From an optimization exercise on the open Yosys and OpenROAD flow, aimed at small area and a short achievable clock period; shortcuts taken in it are not production practice.
Only simulation tests tie the RTL to the original design; equivalence was not proved.
Power and IR drop assume default switching activity.

===== flow/config.mk =====
export PLATFORM = sky130hd
export DESIGN_NAME = Spartan6
export DESIGN_NICKNAME = Spartan6
export VERILOG_FILES = /design/flow/design.v
export SDC_FILE = /design/flow/constraint.sdc
export NUM_CORES = 4
export LEC_CHECK = 0
export CAP_MARGIN = 20
export CORE_MARGIN = 2
export CORE_UTILIZATION = 40
export SLEW_MARGIN = 20

===== flow/run.sh =====
#!/bin/bash
# synth_recipe.tcl (not shown) runs the flow's synth.tcl, then flattens the netlist and writes it again
# the make line also repeats each setting of config.mk as NAME=value (left out here)
make -C /OpenROAD-flow-scripts/flow DESIGN_CONFIG=/design/flow/config.mk WORK_HOME=/design/flow/orfs CLKGATE_MAP_FILE= SYNTH_SCRIPT=/design/flow/synth_recipe.tcl finish

===== flow/design.v =====
module Spartan6(A,B,D,C,clk,CARRYIN,opmode,BCIN,RSTA,RSTB,RSTM,RSTP,RSTC,RSTD,RSTopmode,RSTCARRYIN,
CEA,CEB,CEM,CEP,CEC,CED,CECARRYIN,CEopmode,PCIN,BCOUT,P,PCOUT,M,CARRYOUT,CARRYOUTF);
parameter A0REG=0;           
parameter A1REG=1;           
parameter B0REG=0;           
parameter B1REG=1;           
parameter CREG=1;            
parameter DREG=1;            
parameter MREG=1;            
parameter PREG=1;            
parameter CARRYINREG=1;      
parameter CARRYOUTREG=1;     
parameter OPMODEREG=1;       
parameter CARRYINSEL="OPMODE5";      
parameter B_INPUT="DIRECT";          
parameter RSTTYPE="SYNC";            
input  [17:0] A,B,D;      
input  [47:0] C;          
input  [17:0] BCIN;       
input   clk;
input   CARRYIN;
input  [7:0] opmode;
input   RSTA,RSTB,RSTM,RSTP,RSTC,RSTD,RSTopmode,RSTCARRYIN;    
input   CEA,CEB,CEM,CEP,CEC,CED,CECARRYIN,CEopmode;            
input  [47:0] PCIN;
output [17:0] BCOUT;
output [47:0] P;
output [47:0] PCOUT;
output [35:0] M;         
output  CARRYOUT;
output  CARRYOUTF;
wire [17:0] D_pipe, B0_pipe, B1_pipe, A0_pipe, A1_pipe, opmode_pipe;   
wire [47:0] C_pipe;             
wire [17:0] B1_INPUT;            
reg  [47:0] X_out, Z_out;         
reg  [47:0] C_reg, P_reg ;              
reg  [17:0] D_reg, B0_reg, B1_reg, A0_reg, A1_reg; 
reg  [7:0]  opmode_reg;         
reg  [35:0] M_reg;              
reg   CYI_reg,CYO_reg;           
reg  [17:0] preAdder_result;      
reg  [35:0] mult_out;             
reg  [47:0] concatenated;         
wire [47:0] postAdder_result;     
wire  carryout;                   
wire  CIN;                        
wire [17:0] B_in;
assign B_in = (B_INPUT=="CASCADE") ? BCIN : B;
wire carryin_input;
assign  carryin_input = (CARRYINSEL=="CARRYIN") ? CARRYIN : opmode_pipe[5];
generate
    if(RSTTYPE=="ASYNC")begin
            always @(posedge clk or posedge RSTD) begin
                if(RSTD)
                    D_reg <= 18'b0; 
                else if(CED)
                    D_reg <= D; 
            end
            always @(posedge clk or posedge RSTB) begin
                if(RSTB) 
                B0_reg <= 18'b0;
                else if (CEB) 
                B0_reg <= B_in;
            end
            always @(posedge clk or posedge RSTB) begin
                if(RSTB) 
                B1_reg <= 18'b0;
                else if (CEB) 
                B1_reg <= B1_INPUT;   
            end
            always @(posedge clk or posedge RSTC) begin
                if(RSTC)
                    C_reg <= 48'b0; 
                else if (CEC) 
                    C_reg <= C;
            end
            always @(posedge clk or posedge RSTA) begin
                if(RSTA)
                    A0_reg <= 18'b0;                 
                else if(CEA)
                    A0_reg<= A; 
            end
            always @(posedge clk or posedge RSTA) begin
                if(RSTA)
                    A1_reg <= 18'b0; 
                else if(CEA)
                    A1_reg <= A0_pipe;
            end
            always @(posedge clk or posedge RSTopmode) begin
                if(RSTopmode)
                    opmode_reg <= 8'b0; 
                else if (CEopmode) 
                    opmode_reg <= opmode;
            end
            always @(posedge clk or posedge RSTM) begin
            if(RSTM)
                M_reg <= 36'b0; 
            else if (CEM) 
                M_reg <= mult_out;
            end
            always @(posedge clk or posedge RSTCARRYIN) begin
                if(RSTCARRYIN) 
                CYI_reg <= 1'b0;
                else if (CECARRYIN) 
                CYI_reg <= carryin_input;
            end
            always @(posedge clk or posedge RSTP) begin
                if(RSTP)
                    P_reg <= 48'b0; 
                else if(CEP)
                    P_reg <= postAdder_result; 
            end
            always @(posedge clk or posedge RSTCARRYIN) begin
                if(RSTCARRYIN) 
                CYO_reg <= 1'b0;
                else if (CECARRYIN) 
                CYO_reg <= carryout;
            end
    end
    else begin   
     always @(posedge clk) begin
            if(RSTD)
                D_reg <= 18'b0; 
            else if(CED)
                D_reg <= D; 
            if(RSTB) 
                B0_reg<=18'b0;
            else if (CEB) 
                B0_reg<=B_in;
            if(RSTB) 
                B1_reg<=18'b0;
            else if (CEB) 
                B1_reg<=B1_INPUT;
            if(RSTC)
                C_reg <= 48'b0; 
            else if (CEC) 
                C_reg <= C;
            if(RSTA)
                A0_reg <= 18'b0; 
            else if(CEA)
                A0_reg<= A;
            if(RSTA)
                A1_reg <= 18'b0; 
            else if(CEA)
                A1_reg <= A0_pipe;
            if(RSTopmode)
                opmode_reg <= 8'b0; 
            else if (CEopmode) 
                opmode_reg <= opmode;
            if(RSTM)
                M_reg <= 36'b0; 
            else if (CEM) 
                M_reg <= mult_out;
            if(RSTCARRYIN) 
                CYI_reg <= 1'b0;
            else if (CECARRYIN) 
                CYI_reg <= carryin_input;
            if(RSTP)
                P_reg <= 48'b0; 
            else if(CEP)
                P_reg <= postAdder_result;
            if(RSTCARRYIN) 
                CYO_reg <= 1'b0;
            else if (CECARRYIN) 
                CYO_reg <= carryout;
     end
    end
    endgenerate
    always @(*) begin
        preAdder_result = (opmode_pipe[6])? D_pipe - B0_pipe : D_pipe + B0_pipe;
        mult_out        = B1_pipe * A1_pipe;
        concatenated    = {D_pipe[11:0],A1_pipe,B1_pipe};
        case (opmode_pipe[1:0])
        2'b00: X_out = 48'b0;
        2'b01: X_out = {12'b0,M};
        2'b10: X_out = PCOUT;
        2'b11: X_out = concatenated;
            default: X_out = 48'b0;
        endcase
        case (opmode_pipe[3:2])
        2'b00: Z_out = 48'b0;
        2'b01: Z_out = PCIN;
        2'b10: Z_out = PCOUT;
        2'b11: Z_out = C_pipe;
            default: Z_out = 48'b0;
        endcase
    end
            assign B1_INPUT    = (opmode_pipe[4]) ? preAdder_result : B0_pipe;
            assign D_pipe      = (DREG)  ? D_reg  : D;
            assign B0_pipe     = (B0REG) ? B0_reg : B_in;
            assign B1_pipe     = (B1REG) ? B1_reg : B1_INPUT;
            assign BCOUT       = B1_pipe;
            assign C_pipe      = (CREG)  ? C_reg  : C;
            assign A0_pipe     = (A0REG) ? A0_reg : A;
            assign A1_pipe     = (A1REG) ? A1_reg : A0_pipe;
            assign opmode_pipe = (OPMODEREG) ? opmode_reg : opmode;
            assign M           = (MREG)  ? M_reg  : mult_out;
            assign CIN         = (CARRYINREG) ? CYI_reg : carryin_input;
            assign {carryout,postAdder_result} = (opmode_pipe[7])  ?
                                                 Z_out-(X_out+CIN) :
                                                 Z_out+X_out+CIN   ;
            assign P           = (PREG)  ? P_reg  : postAdder_result;
            assign CARRYOUT    = (CARRYINREG) ? CYO_reg : carryout;
            assign CARRYOUTF   = CARRYOUT;
            assign PCOUT       = P;
endmodule

===== flow/constraint.sdc =====
create_clock -name core_clock -period 7.5 [get_ports {clk}]
set_input_delay 1.5000 -clock core_clock [delete_from_list [all_inputs] [get_ports {clk}]]
set_output_delay 1.5000 -clock core_clock [all_outputs]
set_load 0.01 [all_outputs]

==> results by group <==
Run status
  • Status: finished clean

Power and ir drop
  • Leakage: 14.9 nW
  • Gate power share: 51.5%
  • Sw Share: 43.4%
  • Internal power: 2.67 mW
  • Sequential power share: 27.7%
  • Power, Total: 4.71 mW
  • Clk pwr share: 20.7%
  • Worst vdd ir: 0.172 mV
  • PD cells: 149 mW/mm^2
  • Sw power: 2.04 mW

Die
  • Die width: 265 um
  • Ports: 346
  • Die area: 0.0703 sq mm
  • Initial Utilization: 40.5%
  • Num rows: 95
  • Core area: 0.0674 sq mm
  • Chip height: 265 um

Logic synthesis
  • Async SR Flop Fraction: 0%
  • Post-synthesis xor/xnor area fraction: 4.62%
  • Post-synthesis simple-gate area fraction: 15.1%
  • Synthesized netlist cell count: 3290
  • Netlist cell types: 79
  • Ranking of synthesized cells by area: fa_1, dfxtp_1, ha_1
  • Post-synth EDFFs: 0
  • Share of the synthesized area in the top cell type: 19.2%
  • Synth Area in Compound Gates: 15.4%
  • Cell area after synthesis: 0.0273 sq mm
  • Synth cell count leaders: inv_1, nor2_1, nand2_1
  • Mux share of post-synthesis cell area: 8.90%
  • Sequential area share after synthesis: 14.4%
  • Largest family of logic cells by synthesized area: adder cells
  • Adder-Cell Fraction of Synth Area: 31.4%
  • Synthesized area per cell: 8.29 sq um
  • Yosys warning count: 1
  • Most frequent cell after synthesis: inv_1
  • Cell taking the most area after synthesis: fa_1
  • Ys flop type: dfxtp_1
  • Syn Nets: 4012
  • Register bit total from synthesis: 196

Setup path
  • Crit path launch type: register
  • CP arrival: 7590 ps
  • Worst-path fanout max: 10
  • Required @ worst endpoint: 7930 ps
  • Crit path kind: register to register
  • Critical Path Sink Type: register

Global route
  • First-pass GRT wire length: 138 mm
  • Largest net degree at the start of global routing: 54
  • Initial antenna violation count: 2
  • Met1 usage: 36.0%
  • Met3 usage: 4.54%
  • Total Routing Usage GR: 25.5%
  • Vias in the first global route: 23200
  • Met2 usage: 40.0%
  • Global routing's busiest layer: met2
  • Total grt overflow: 0

STA
  • Final setup margin: 338 ps
  • Worst slew margin: 26.2%
  • Final setup fails: 0
  • Tightest Pin Transition: 1090 ps
  • Fmax: 140 MHz
  • Setup tns final: 0 ps
  • Ratio of final minimum period to clock period: 95.5%
  • Clock skew: 15.4 ps
  • Hold Vio Cnt, Final: 0
  • Slew Viols, Final: 0
  • RSZ-0062 raised after global routing: false
  • Minimum clock period: 7160 ps

Final layout
  • Nets@finish: 4188
  • # fillers: 6636
  • Diodes inserted: 0
  • P&R area growth vs syn: 16.1%
  • Fin area: 0.0317 sq mm
  • Register area: 0.00393 sq mm
  • Area occupied by multi-input gates: 0.0206 sq mm
  • Share of layout cells above drive strength 1: 6.53%

Drt
  • Final wirelength: 89.7 mm
  • WL/cell: 20.6 um
  • Pre-antenna DRT Iters: 5
  • DR iter-0 viols: 1543
  • Residual DRC: 0
  • Via count: 23500
  • DRT antenna net count: 0
  • Vias per cell: 5.39

Hold path
  • Hold Path Class: register to register

Clocking
  • Clock-pin slew on the worst setup and hold paths: 90 ps
  • Clock Tree Buf Depth: 2
  • Post-CTS Hold Buffers: 0
  • TritonCTS clock tree: built
  • # resized after CTS: 0
  • # Post-CTS Setup Buffers: 0
  • Root Buffer: clkbuf_16
  • Clock Sinks: 196
  • TritonCTS buffer count: 17
  • Clk Latency, worst-skew pair: 530 ps
  • H-tree levels: 4

Place
  • Input/output buffers: 326
  • GPL Wtd Cong: 0.932
  • Dpl cell area: 0.0311 sq mm
  • Worst slack, placed: 460 ps
  • Placed wire-length estimate: 71.7 mm

Flow run
  • Max_cap viols: 0
metrics by stage:
stage | std cells | hold WS (ps) | utilization, %
6_report | 4351 | 490 | 47.0
5_1_grt | 4351 | 509 | 47.0
4_1_cts | 4351 | 496 | 47.0
3_5_place_dp | 4320 | 476 | 46.1
3_3_place_gp | 4320 | 467 | 46.1
2_1_floorplan | 3290 | 454 | -
path summary, 6_finish.rpt:
check	cells past startpoint	slack, ps	to	start
setup reg to reg	23	340	M_reg[34]$_SDFFE_PP0P_	B1_reg[8]$_SDFFE_PP0P_
hold reg to reg	2	490	C_reg[13]$_SDFFE_PP0P_	C_reg[13]$_SDFFE_PP0P_
hold / removal	2	490	C_reg[13]$_SDFFE_PP0P_	C_reg[13]$_SDFFE_PP0P_
setup / recovery	23	340	M_reg[34]$_SDFFE_PP0P_	B1_reg[8]$_SDFFE_PP0P_
power by group through the flow:
stage	sequential, mW	combinational, mW	clock, mW
after floorplan	1.24	1.67	0
after global placement	1.32	2.39	0
after detailed placement	1.32	2.40	0
after CTS	1.30	2.42	1.00
after global routing	1.31	2.67	1.04
final	1.31	2.43	0.977
cells by family after synthesis:
logic type	Yosys count
XOR/XNOR	144
AO/OA/AOI/OAI	617
AND/OR/NAND/NOR	885
adder cells (fa/ha/maj)	528
buffers and inverters	688
multiplexers	232
flip-flops	196
routing by layer:
layer	routed length (um)	share of wire, %
met5	0	0
met4	1910	2.1
met3	5730	6.4
met1	42500	47
met2	39600	44
worst max-delay path, cell delays in order, from the launching register on:
cell and delay, ps:
dfxtp_1 820, nand2_1 170, fa_1 550, fa_1 460
fa_1 550, inv_1 40, ha_1 300, fa_1 500
inv_1 50, fa_1 480, inv_1 60, ha_1 320
o211a_1 130, a211oi_1 340, buf_4 200, nor2_1 40
a211o_1 370, a221oi_2 350, a21oi_1 220, a21o_1 270
a31oi_2 360, o21ai_1 120, xor2_1 160, a22o_1 230
cell usage in the layout, fill, tap and decap left out, types with 46 or more instances in the layout:
cell type	synthesis	routed
inv_1	446	446
clkdlybuf4s50_1	0	320
nor2_1	282	282
nand2_1	273	273
ha_1	267	267
fa_1	261	261
dfxtp_1	196	191
a21oi_1	171	171
mux2i_1	147	147
and2_1	137	137
xnor2_1	101	101
mux2_2	85	85
o21ai_0	82	82
buf_4	49	72
a22o_1	68	68
a21o_1	57	57
a211oi_1	46	46
layout make-up:
cell class	instances	share of cell area (%)
sequential	196	12.4
inverter	447	5.30
multi-input combinational	2406	65.0
tap	873	3.45
clock buffer	17	1.34
timing repair buffer	398	12.0
clock inverter	14	0.478

-- separate check: timing with driven ports --
The results above use ideal ports. As a check the final layout listed here was re-extracted and re-timed, cells and wires unchanged. Step 1: set_driving_cell puts a clkbuf_16 on clk and a buf_2 on each other input, an assumption about the parent block. Step 2 moves the port delays by t, midway between the first and last clock arrival at a register: inputs arrive t later, outputs are due t later. That takes back most of the time a late clock gives input paths. Three values: no drivers, after step 1, after step 2; two values: the first two.
shift t [ns]: 0.583
setup WS [ns]: 0.338 / 0.338 / 0.338
clock arrival spread, ns: 0.018 / 0.018
After both steps this run still meets setup and hold. For this run, drivers alone change the setup slack by 0.000 ns; drivers and shift together by 0.000 ns.
